Source: an optimization exercise on an open RTL-to-GDS flow (aim: small area and a short achievable clock period). Production flows keep margins and buffers that such runs may drop.
The RTL was checked by simulation tests, not by an equivalence proof against the original design.
No driver is modelled on the clock port, so clock power and skew are understated where the tree is cut down; a real chip needs a root buffer or a tree.

Setup of wip/zinc:
==> flow/design.v <==
module Conway(
    input clk,
    input load,
    input [255:0] data,
    output reg [255:0] q
);
wire [255:0] p, g, vs, vc, nxt;
genvar i, j;
generate
for (i = 0; i < 16; i = i + 1) begin : row
    for (j = 0; j < 16; j = j + 1) begin : col
        conway_ha hv (.a(q[16*((i+15)%16) + j]), .b(q[16*((i+1)%16) + j]),
                      .s(p[16*i+j]), .co(g[16*i+j]));
        conway_vsum vsum (.p(p[16*i+j]), .g(g[16*i+j]), .x(q[16*i+j]),
                          .s(vs[16*i+j]), .c(vc[16*i+j]));
    end
end
for (i = 0; i < 16; i = i + 1) begin : row2
    for (j = 0; j < 16; j = j + 1) begin : col2
        wire n0, k, e0, e1;
        conway_fa f1 (.a(vs[16*i + (j+15)%16]), .b(vs[16*i + (j+1)%16]), .c(p[16*i+j]), .s(n0), .co(k));
        conway_fa f2 (.a(vc[16*i + (j+15)%16]), .b(vc[16*i + (j+1)%16]), .c(g[16*i+j]), .s(e0), .co(e1));
        conway_glue gl (.n0(n0), .k(k), .e0(e0), .e1(e1), .x(q[16*i+j]), .load(load), .d(data[16*i+j]), .y(nxt[16*i+j]));
    end
end
endgenerate
always @(posedge clk) q <= nxt;
endmodule
module conway_fa(input a, input b, input c, output s, output co);
    assign {co, s} = a + b + c;
endmodule
module conway_ha(input a, input b, output s, output co);
    assign {co, s} = a + b;
endmodule
module conway_vsum(input p, input g, input x, output s, output c);
    conway_xor sx (.a(p), .b(x), .y(s));
    conway_ao  cx (.a(p), .b(x), .c(g), .y(c));
endmodule
module conway_xor(input a, input b, output y);
    assign y = a ^ b;
endmodule
module conway_ao(input a, input b, input c, output y);
    assign y = (a & b) | c;
endmodule
module conway_glue(input n0, input k, input e0, input e1, input x, input load, input d, output y);
    wire life = ~e1 & (e0 ^ k) & (n0 | x);
    assign y = load ? d : life;
endmodule
Settings: LEC_CHECK=0, CAP_MARGIN=20, CORE_MARGIN=2, CORE_UTILIZATION=65, SETUP_SLACK_MARGIN=2.8, SLEW_MARGIN=20, SYNTH_HIERARCHICAL=1, SYNTH_MINIMUM_KEEP_SIZE=0, TNS_END_PERCENT=0; clock period 5.0 ns.
standard.sh (not shown) runs the stock make flow with config.mk's settings and CLKGATE_MAP_FILE= SYNTH_SCRIPT=/design/flow/synth_recipe.tcl, a recipe that flattens the netlist after the stock synthesis.
==> flow/flow/run.sh <==
#!/bin/bash
# Standard ORFS layout with two changes:
#  - port buffers are plain buf_1 cells instead of the delay-buffer cells
#    buffer_ports picks by default;
#  - before floorplanning, combinational cells are set to drive strength 1
#    (flow/downsize.tcl); timing repair upsizes where needed.
set -euo pipefail
here=$(pwd)
export BUFFER_PORTS_ARGS="-buffer_cell sky130_fd_sc_hd__buf_1"
export PRE_FLOORPLAN_TCL="$here/flow/downsize.tcl"
bash standard.sh > standard.log 2>&1
==> flow/flow/downsize.tcl <==
# Before floorplanning: give every combinational cell that synthesis mapped at
# a drive strength above 1 its _1 variant, when the library has one. Timing
# repair later upsizes again where a path needs it.
set db [ord::get_db]
set n 0
foreach inst [[ord::get_db_block] getInsts] {
  set master [$inst getMaster]
  set name [$master getName]
  if {[$master isSequential]} { continue }
  if {[regexp {^(sky130_fd_sc_hd__[a-z0-9]+)_([2-9]|1[0-9])$} $name -> base drive]} {
    set small [$db findMaster ${base}_1]
    if {$small ne "NULL" && $small ne ""} {
      $inst swapMaster $small
      incr n
    }
  }
}
puts "downsize: $n cells set to drive strength 1"
Here is what was changed in the inputs of wip/lagoon compared with wip/zinc.
diff --git a/flow/config.mk b/flow/config.mk
--- a/flow/config.mk
+++ b/flow/config.mk
@@ -10,3 +10,3 @@
 export CORE_UTILIZATION = 65
-export SETUP_SLACK_MARGIN = 2.8
+export SETUP_SLACK_MARGIN = 2.85
 export SLEW_MARGIN = 20
@@ -14,2 +14 @@
 export SYNTH_MINIMUM_KEEP_SIZE = 0
-export TNS_END_PERCENT = 0
## What came out
- Between wip/lagoon and wip/zinc, worst max-slew margin expressed relative to the limit is lower for wip/zinc, wip/lagoon comes in above that.
- In the reports for wip/lagoon and wip/zinc, the larger routed length on met2 belongs to wip/lagoon.
- wip/lagoon — overall track demand over capacity in global routing 0.68 points higher, wip/zinc as reference
- The startpoint of the most critical setup path comes out q[236] in one run and q[193] in the other, namely in wip/zinc and wip/lagoon respectively.
- In the reports for wip/lagoon and wip/zinc, the smaller post-route non-filler standard cell count belongs to wip/zinc.
Changes in wip/umber relative to wip/lagoon:
diff --git a/flow/config.mk b/flow/config.mk
--- a/flow/config.mk
+++ b/flow/config.mk
@@ -10,3 +10,3 @@
 export CORE_UTILIZATION = 65
-export SETUP_SLACK_MARGIN = 2.85
+export SETUP_SLACK_MARGIN = 2.7
 export SLEW_MARGIN = 20
==> comparison <==
wip/umber | stages: all done | timing, DRC, antenna: all pass
Per the comparison of wip/umber with wip/lagoon, register area lower, via count lower, fraction of the cycle the final worst path needs higher.
Inputs modified between wip/umber and wip/harbor:
diff --git a/flow/config.mk b/flow/config.mk
--- a/flow/config.mk
+++ b/flow/config.mk
@@ -9,4 +9,4 @@
 export CORE_MARGIN = 2
-export CORE_UTILIZATION = 65
-export SETUP_SLACK_MARGIN = 2.7
+export CORE_UTILIZATION = 55
+export SETUP_SLACK_MARGIN = 2.9
 export SLEW_MARGIN = 20
### Flow results
In summary, wip/harbor completed successfully, with a layout that passed the timing, design-rule and antenna checks.
wip/harbor against wip/umber: wire length on met3 decreased about 6%; final period demand of the worst path decreased 63 ps; final RePlAce weighted congestion decreased 5.6%; maximum achievable frequency increased about 2.8%.
Total wirelength of the detailed-routed design (wip/harbor over wip/umber): increase, 13%
In the tables for wip/harbor and wip/umber, post-route non-filler standard cell count reads higher with wip/harbor.
Looking at total stage count of the critical path across wip/harbor and wip/umber, the one that comes out higher is wip/harbor.

RTL: the design.v shown in full above, as it stands there.
export LEC_CHECK = 0
export CAP_MARGIN = 20
export CORE_MARGIN = 2
export CORE_UTILIZATION = 65
export SETUP_SLACK_MARGIN = 2.8
export SLEW_MARGIN = 20
export SYNTH_HIERARCHICAL = 1
export SYNTH_MINIMUM_KEEP_SIZE = 0
create_clock -name core_clock -period 5.0 [get_ports {clk}]
Scripts as last shown in full above: flow/flow/run.sh, flow/flow/downsize.tcl
The baseline completed without violations.
Edit:
- SETUP_SLACK_MARGIN: 2.8 -> 2.9
- TNS_END_PERCENT: not set -> 0
After rerunning: The changed run produced a clean layout. Via count is about the same. Clock-buffer cell count stays the same. Register-to-register slack degrades by 0.03 ns.

Conway, a different RTL version from the one above (not shown whole).
For scale: about 2600 cells after synthesis.
clock: 5.0 ns
lec_check: 0
cap_margin: 20
core_margin: 2
core_utilization: 70
setup_slack_margin: 2.8
slew_margin: 20
synth_hierarchical: 1
synth_minimum_keep_size: 0
==> flow/flow/run.sh <==
#!/bin/bash
# Standard ORFS layout with three changes:
#  - port buffers are plain buf_1 cells instead of the delay-buffer cells
#    buffer_ports picks by default;
#  - before floorplanning, combinational cells are set to drive strength 1
#    (flow/downsize.tcl); timing repair upsizes where needed;
#  - the clock tree is a balanced two-level tree (flow/my_cts.tcl: one root
#    buffer, one leaf buffer per group of about 21 registers) instead of
#    TritonCTS's three levels, for a shorter insertion delay.
set -euo pipefail
here=$(pwd)
export BUFFER_PORTS_ARGS="-buffer_cell sky130_fd_sc_hd__buf_1"
export PRE_FLOORPLAN_TCL="$here/flow/downsize.tcl"
export PRE_CTS_TCL="$here/flow/pre_cts.tcl"
bash standard.sh > standard.log 2>&1
==> flow/flow/my_cts.tcl <==
# Two-level clock tree: the clock port drives one root buffer at the centre of
# the registers, which drives one leaf buffer per group of registers; the
# registers are split into nx x ny groups of equal size by position.
set nx 3
set ny 4
set leaf_master sky130_fd_sc_hd__clkbuf_16
set root_master sky130_fd_sc_hd__clkbuf_16
set db [ord::get_db]
set block [ord::get_db_block]
set clk_net [$block findNet clk]
set sinks {}
foreach it [$clk_net getITerms] {
  set inst [$it getInst]
  lassign [$inst getLocation] x y
  set m [$inst getMaster]
  lappend sinks [list $it [expr {$x + [$m getWidth]/2}] [expr {$y + [$m getHeight]/2}]]
}
set n [llength $sinks]
puts "my_cts: $n sinks"
# split by x into nx columns, each column by y into ny groups
set byx [lsort -integer -index 1 $sinks]
set groups {}
set per_col [expr {double($n) / $nx}]
for {set c 0} {$c < $nx} {incr c} {
  set col [lrange $byx [expr {int(round($c*$per_col))}] [expr {int(round(($c+1)*$per_col))-1}]]
  set col [lsort -integer -index 2 $col]
  set m [llength $col]
  set per [expr {double($m) / $ny}]
  for {set r 0} {$r < $ny} {incr r} {
    lappend groups [lrange $col [expr {int(round($r*$per))}] [expr {int(round(($r+1)*$per))-1}]]
  }
}
set lm [$db findMaster $leaf_master]
set rm [$db findMaster $root_master]
set root_net [odb::dbNet_create $block clknet_root]
$root_net setSigType CLOCK
set k 0
set sx 0; set sy 0
foreach grp $groups {
  set cx 0; set cy 0
  foreach s $grp { incr cx [lindex $s 1]; incr cy [lindex $s 2] }
  set cx [expr {$cx / [llength $grp]}]
  set cy [expr {$cy / [llength $grp]}]
  set leaf [odb::dbInst_create $block $lm clkbuf_leaf_$k]
  $leaf setLocation [expr {$cx - [$lm getWidth]/2}] [expr {$cy - [$lm getHeight]/2}]
  $leaf setPlacementStatus PLACED
  set net [odb::dbNet_create $block clknet_leaf_$k]
  $net setSigType CLOCK
  foreach s $grp {
    set it [lindex $s 0]
    $it disconnect
    $it connect $net
  }
  [$leaf findITerm X] connect $net
  [$leaf findITerm A] connect $root_net
  incr sx $cx; incr sy $cy
  puts "my_cts: leaf $k at ($cx, $cy) drives [llength $grp] sinks"
  incr k
}
set rx [expr {$sx / $k}]
set ry [expr {$sy / $k}]
set root [odb::dbInst_create $block $rm clkbuf_root]
$root setLocation [expr {$rx - [$rm getWidth]/2}] [expr {$ry - [$rm getHeight]/2}]
$root setPlacementStatus PLACED
[$root findITerm A] connect $clk_net
[$root findITerm X] connect $root_net
puts "my_cts: root at ($rx, $ry) drives $k leaves"
Scripts as last shown in full above: flow/flow/downsize.tcl
Other scripts of this flow, unchanged in this note and not shown: flow/flow/pre_cts.tcl
Change:
--- a/flow/flow/my_cts.tcl
+++ b/flow/flow/my_cts.tcl
@@ -3,4 +3,4 @@
 # registers are split into nx x ny groups of equal size by position.
-set nx 3
-set ny 4
+set nx 2
+set ny 6
 set leaf_master sky130_fd_sc_hd__clkbuf_16
- CORE_UTILIZATION: 70 -> 65
- SETUP_SLACK_MARGIN: 2.8 -> 2.9
Effect: Routed wire length climbs by 9.5%. Cell area climbs by 9.9%. First-iteration DRC count drops by 6.0%. Hold slack gets better by 11 ps. Global-route usage drops by 1.2 points.
Change:
--- a/flow/flow/my_cts.tcl
+++ b/flow/flow/my_cts.tcl
@@ -3,4 +3,4 @@
 # registers are split into nx x ny groups of equal size by position.
-set nx 2
-set ny 6
+set nx 3
+set ny 4
 set leaf_master sky130_fd_sc_hd__clkbuf_16
- GPL_TIMING_DRIVEN: unset -> 0
- SETUP_SLACK_MARGIN: 2.9 -> 2.8
After rerunning:
- register-to-register slack is better by 110 ps
- utilization drops by 6.2 points
- cell count falls by about 0.64%
- via count came out lower by about 5%
- first-iteration DRC count fell by about 5%
- sequential share of layout area fell by 0.21 points
- worst setup slack is better by 73 ps
- die area is unchanged
- maximum frequency went up by 3.2%
Change:
- CORE_UTILIZATION: 65 -> 60
- GPL_TIMING_DRIVEN: 0 -> unset
The new run ran to the end with no violations; wire length went up by 2.1%; hold slack loses 3.9 ps; design area went down by 1.3%; final cell count is about the same; global-route usage went down by 2.4 points.
Change:
--- a/flow/flow/my_cts.tcl
+++ b/flow/flow/my_cts.tcl
@@ -3,4 +3,4 @@
 # registers are split into nx x ny groups of equal size by position.
-set nx 3
-set ny 4
+set nx 2
+set ny 6
 set leaf_master sky130_fd_sc_hd__clkbuf_16
- CORE_UTILIZATION: 60 -> 65
- SETUP_SLACK_MARGIN: 2.8 -> 3.0
=> Now the flow did not get past global routing on GRT-0232. Synthesized cell count stays the same.
Change:
- SETUP_SLACK_MARGIN: 3.0 -> 2.8
Outcome: Now the flow produced a clean layout; synthesized cell count is unchanged.
The clock cells of the first, second, third, fourth and sixth runs of this note come from the design's own scripts or RTL, not from TritonCTS.

TR:
Starting RTL as in the previous note.
==> flow/design.v (excerpt) <==
module Conway(
    input clk,
    input load,
    input [255:0] data,
    output reg [255:0] q
);
export LEC_CHECK = 0
export CAP_MARGIN = 20
export CORE_MARGIN = 2
export CORE_UTILIZATION = 65
export GPL_ROUTABILITY_DRIVEN = 0
export SETUP_SLACK_MARGIN = 2.8
export SLEW_MARGIN = 20
export SYNTH_HIERARCHICAL = 1
export SYNTH_MINIMUM_KEEP_SIZE = 0
create_clock -name core_clock -period 5.0 [get_ports {clk}]
Scripts as last shown in full above: flow/flow/run.sh, flow/flow/downsize.tcl
Other scripts of this flow, unchanged in this note and not shown: flow/flow/my_cts.tcl, flow/flow/pre_cts.tcl
What AL does differently from TR at the input level:
# TR
export LEC_CHECK = 0
export CAP_MARGIN = 20
export CORE_MARGIN = 2
export CORE_UTILIZATION = 65
export GPL_ROUTABILITY_DRIVEN = 0
export SETUP_SLACK_MARGIN = 2.8
export SLEW_MARGIN = 20
export SYNTH_HIERARCHICAL = 1
export SYNTH_MINIMUM_KEEP_SIZE = 0
create_clock -name core_clock -period 5.0 [get_ports {clk}]
# AL
export LEC_CHECK = 0
export CAP_MARGIN = 20
export CORE_MARGIN = 2
export CORE_UTILIZATION = 65
export SETUP_SLACK_MARGIN = 2.8
export SLEW_MARGIN = 20
export SYNTH_HIERARCHICAL = 1
export SYNTH_MINIMUM_KEEP_SIZE = 0
create_clock -name core_clock -period 5.0 [get_ports {clk}]
Notes after the runs:
For the cell count along the critical path, AL came in 4 lower than TR did. The higher post-route core utilization of AL and TR is in AL. Between AL and TR, the difference in global-route met1 utilization is negligible. The post-route cell area of TR and that of AL are within noise of each other. Comparing AL with TR, the combined flip-flop and latch cell area came out essentially unchanged. Diff TR -> AL | worst hold slack | increase of 0.0048 ns. Lower total met2 wirelength after detailed routing among AL and TR: TR. On maximum frequency, AL and TR are neck and neck.
In every run of this note, the design's own scripts or RTL, not TritonCTS, make the clock network.

Conway again, from the RTL that the note above started with.
clock: 5.0 ns
lec_check: 0
cap_margin: 20
core_margin: 2
core_utilization: 65
setup_slack_margin: 2.9
slew_margin: 20
synth_hierarchical: 1
synth_minimum_keep_size: 0
==> flow/flow/run.sh <==
#!/bin/bash
# Standard ORFS layout with two changes:
#  - port buffers are plain buf_1 cells instead of the delay-buffer cells
#    buffer_ports picks by default;
#  - before floorplanning, combinational cells are set to drive strength 1
#    (flow/downsize.tcl); timing repair upsizes where needed.
set -euo pipefail
here=$(pwd)
export BUFFER_PORTS_ARGS="-buffer_cell sky130_fd_sc_hd__buf_1"
export PRE_FLOORPLAN_TCL="$here/flow/downsize.tcl"
bash standard.sh > standard.log 2>&1
Scripts as last shown in full above: flow/flow/downsize.tcl
The baseline produced a clean layout.
Then changed:
- SETUP_SLACK_MARGIN: 2.9 -> 2.7
Maximum frequency is higher by 12%.
Sequential share of layout area is higher by 0.55 points.
Setup slack gets better by 0.28 ns.
Final cell count is lower by 6.2%.
Then changed:
- CTS_BUF_LIST: default -> sky130_fd_sc_hd__clkbuf_8
- SETUP_SLACK_MARGIN: 2.7 -> 2.8
After rerunning:
- clock skew rose by 0.023 ns
- wire length goes up by 45%
- cell area goes up by 20%
- synthesized cell count does not change
- fmax goes down by 23%
Then changed:
- CTS_BUF_LIST: sky130_fd_sc_hd__clkbuf_8 -> default
Result: Global-route usage went down by 6.4 points; sequential share of layout area grows by 1.2 points; synthesized cell count does not change; fmax rose by 36%; die area stays the same.

## static timing again, ports no longer ideal
In the flow no input, the clock included, has a driving cell. The finished layouts below were timed again as built, in two steps.
Step 1 assumes that a clkbuf_16 drives the clock port and a buf_2 every other input.
Step 2 adds t to the input delays and takes it off the output delays; t is the mean of the earliest and latest rising clock arrival at the registers after step 1. Input paths then give back, and output paths get back, about the clock's delay inside the block.
a / b / c = no drivers / after step 1 / after step 2; a / b = the first two.
| run | t (ns) | setup slack, ns | pins driven straight from the clock port |
|---|---|---|---|
| wip/zinc | 0.612 | 2.684 / 2.624 / 2.283 | 1 |
| wip/lagoon | 0.613 | 2.811 / 2.749 / 2.395 | 1 |
| wip/umber | 0.617 | 2.715 / 2.652 / 2.263 | 1 |
| wip/harbor | 0.625 | 2.778 / 2.778 / 2.443 | 1 |
| the first run of note 2 | 0.614 | 2.802 / 2.740 / 2.391 | 1 |
| the second run of note 2 | 0.615 | 2.785 / 2.749 / 2.445 | 1 |
| the first run of note 3 | 0.542 | 2.791 / 2.738 / 2.604 | 1 |
| the second run of note 3 | 0.520 | 2.688 / 2.688 / 2.648 | 1 |
| the third run of note 3 | 0.556 | 2.761 / 2.698 / 2.643 | 1 |
| the fourth run of note 3 | 0.551 | 2.738 / 2.678 / 2.681 | 1 |
| the sixth run of note 3 | 0.520 | 2.810 / 2.748 / 2.705 | 1 |
| TR | 0.554 | 2.783 / 2.743 / 2.609 | 1 |
| AL | 0.550 | 2.788 / 2.728 / 2.716 | 1 |
| the first run of note 5 | 0.629 | 2.430 / 2.430 / 2.228 | 1 |
| the second run of note 5 | 0.619 | 2.707 / 2.640 / 2.227 | 1 |
| the third run of note 5 | 0.744 | 2.023 / 2.023 / 2.023 | 1 |
| the fourth run of note 5 | 0.615 | 2.810 / 2.746 / 2.351 | 1 |
After both steps setup and hold are still met in every run listed. The setup slack of the second run of note 5, which loses most, moves by -0.067 ns with the drivers and by -0.480 ns with both steps.
